This design comes from an exercise in tuning for small area and a short achievable clock period on the open sky130 flow, not from production work. Only simulation tests tie the RTL to the original design; equivalence was not proved.

==> build 57 <==
Design Horner, start of the top module:
module Horner(input clk,
              input rst,
              input [31:0] x,
              input [31:0] cn,
              output wire [31:0] z);
Settings: LEC_CHECK=0, CAP_MARGIN=20, CORE_MARGIN=2, CORE_UTILIZATION=60, PLACE_DENSITY=0.7, SETUP_SLACK_MARGIN=3, SLEW_MARGIN=20; clock period 8.5 ns.
standard.sh (not shown) runs the stock make flow with config.mk's settings and CLKGATE_MAP_FILE= SYNTH_SCRIPT=/design/flow/synth_recipe.tcl, a recipe that flattens the netlist after the stock synthesis.
==> flow/flow/run.sh <==
#!/bin/bash
set -euo pipefail
R=orfs/results/$FLOW_PLATFORM/Horner/base
bash standard.sh synth > synth.log 2>&1
cp $R/1_2_yosys.v $R/1_2_yosys.std.v
python3 flow/mapnet.py "$FLOW_DESIGN" $R/1_2_yosys.map.v > mapnet.log 2>&1
regs() { grep -o 'dfxtp_1 \\[^ ]*' "$1" | sort; }
if [[ "$(regs $R/1_2_yosys.std.v)" == "$(regs $R/1_2_yosys.map.v)" ]]; then
  echo "registers match: using the mapped netlist" >> mapnet.log
  cp $R/1_2_yosys.map.v $R/1_2_yosys.v
else
  echo "registers differ: using the standard netlist" >> mapnet.log
  python3 flow/fixinv.py $R/1_2_yosys.std.v $R/1_2_yosys.v > fixinv.log 2>&1
fi
rm -f $R/1_synth.odb $R/1_synth.sdc
# port buffers: plain buffers rather than the delay cells buffer_ports picks by default
export BUFFER_PORTS_ARGS="-buffer_cell sky130_fd_sc_hd__buf_2"
bash standard.sh finish > layout.log 2>&1
Other scripts of this flow, unchanged in this note and not shown: flow/flow/fixinv.py, flow/flow/mapnet.py
==> trial 12 (differences from build 57) <==
- SETUP_SLACK_MARGIN: 3 -> 2.5
==> comparison <==
Synthesized cell count is the same in trial 12 and build 57.
Synthesized area is the same in build 57 and trial 12.
Of trial 12 and build 57, build 57 has the higher global-route usage (gap 4.1 points).
Non-clock buffer count: trial 12 is lower than build 57 (124).
Trial 12 produced a clean layout. Build 57 completed without violations.
Clock-buffer cell count is the same in build 57 and trial 12.
Between build 57 and trial 12, the lower first-iteration DRC count is in trial 12 (gap 43%, measured against trial 12).
==> figures <==
| metric | trial 12 | build 57 |
|---|---|---|
| Outcome | complete, no violations | complete, no violations |
| Capturing instance or port of the critical path | a29_1 | a17_0 |
| Setup Buffers After CTS | 0 | 80 |
| Post-cts resize count | 12 | 47 |
| Clk Latency, worst-skew pair | 0.30 ns | 0.31 ns |
| Post-placement worst setup slack | 1.873 ns | 1.952 ns |
| Total wire length | 43720 um | 54080 um |
| # placed instances | 1876 | 1856 |
| Final net count | 1880 | 2018 |
| Worst-margin pin slew | 1.146 ns | 0.6429 ns |
| FF-to-FF Start | a13_0 | a6_1 |
| Total length of routed met3 wires | 5685 um | 7579 um |
| Layout-to-synthesis area ratio | 1.1283x | 1.3094x |
| Data required time at the worst endpoint | 8.68 ns | 8.65 ns |
| Seq/total area | 6.614% | 5.699% |
| Global-route wire length before repair | 68740 um | 75690 um |
| Non-Filler Cell Area, Final | 14830 um^2 | 17210 um^2 |
| Global-route total usage across every layer | 37.87% | 41.94% |

==> 01-27: inputs <==
Another version of the RTL of Horner (not shown whole).
make LEC_CHECK=0 CAP_MARGIN=20 CORE_MARGIN=2 CORE_UTILIZATION=60 PLACE_DENSITY=0.7 SETUP_SLACK_MARGIN=3 SLEW_MARGIN=20 finish   # period 8.5 ns
run.sh (not shown) runs the stock make flow with config.mk's settings and CLKGATE_MAP_FILE= SYNTH_SCRIPT=/design/flow/synth_recipe.tcl, a recipe that flattens the netlist after the stock synthesis.
Stock flow here: none of the scripts above is used.
==> inputs of 11-24, as changes to 01-27 <==
Settings changed: CORE_UTILIZATION 60 to 40, PLACE_DENSITY 0.7 to 0.6, SETUP_SLACK_MARGIN 3 to 2.
==> comparison table <==
| metric | 01-27 | 11-24 |
|---|---|---|
| Dpl ws | 1.35 ns | 1.23 ns |
| Inserted Diodes | 0 | 1 |
| Share of final-layout standard cells stronger than drive strength 1 | 32.2% | 12.8% |
| Hold-critical path depth | 3 | 4 |
| Number of antenna violations at the first check in global routing | 0 | 1 |
| Global-route wire length before repair | 82,000 um | 76,300 um |
| Die Width | 160 um | 195 um |
| Number of instances in the placed design | 1,913 | 2,067 |
| Transition at the pin with the smallest max-transition slack | 1.20 ns | 1.04 ns |
| FF-to-FF Start | a6_1 | a13_0 |
| CP endpoint | a28_1 | a21_0 |
| Count of fill cells added during filler insertion | 1,518 | 3,444 |
| Final GP Congestion | 0.946 | 0.953 |
| Levels on crit path | 15 | 16 |
| Arrival time of data at the critical path endpoint | 5.97 ns | 6.62 ns |
| Reg area | 0.00127 mm2 | 0.00126 mm2 |
| Number of tap instances | 324 | 461 |
| Vias in the first global route | 14,000 | 12,700 |
| Run status | timing/DRC/antenna clean | timing/DRC/antenna clean |
| Req. time, crit path | 8.75 ns | 8.73 ns |

## static timing again, ports no longer ideal
The results above use ideal ports. As a check the final layouts listed here were re-extracted and re-timed, cells and wires unchanged. Step 1, drivers: a clkbuf_16 drives clk and a buf_2 each remaining input, both assumed. Step 2, shift: input delay + t, output delay - t, t = (earliest + latest rising clock arrival at the registers) / 2. This alone moves slack from input paths to output paths. Slacks: ideal / step 1 / step 2; pairs: ideal / step 1.
run | t, ns | slack for setup (ns) | worst setup path at the end | latest minus earliest clock arrival (ns) | worst register clock-pin slew, ns
build 57 | 0.343 | 2.774 / 2.685 / 2.342 | input to register | 0.013 / 0.013 | 0.08 / 0.08
trial 12 | 0.335 | 2.582 / 2.590 / 2.255 | input to register | 0.007 / 0.008 | 0.08 / 0.08
01-27 | 0.405 | 2.782 / 2.780 / 2.375 | input to register | 0.012 / 0.012 | 0.07 / 0.07
11-24 | 0.405 | 2.110 / 2.137 / 1.732 | input to register | 0.012 / 0.012 | 0.06 / 0.06
After both steps every run listed still meets setup and hold. For build 57, which loses most, drivers alone change the setup slack by -0.089 ns; drivers and shift together by -0.432 ns.
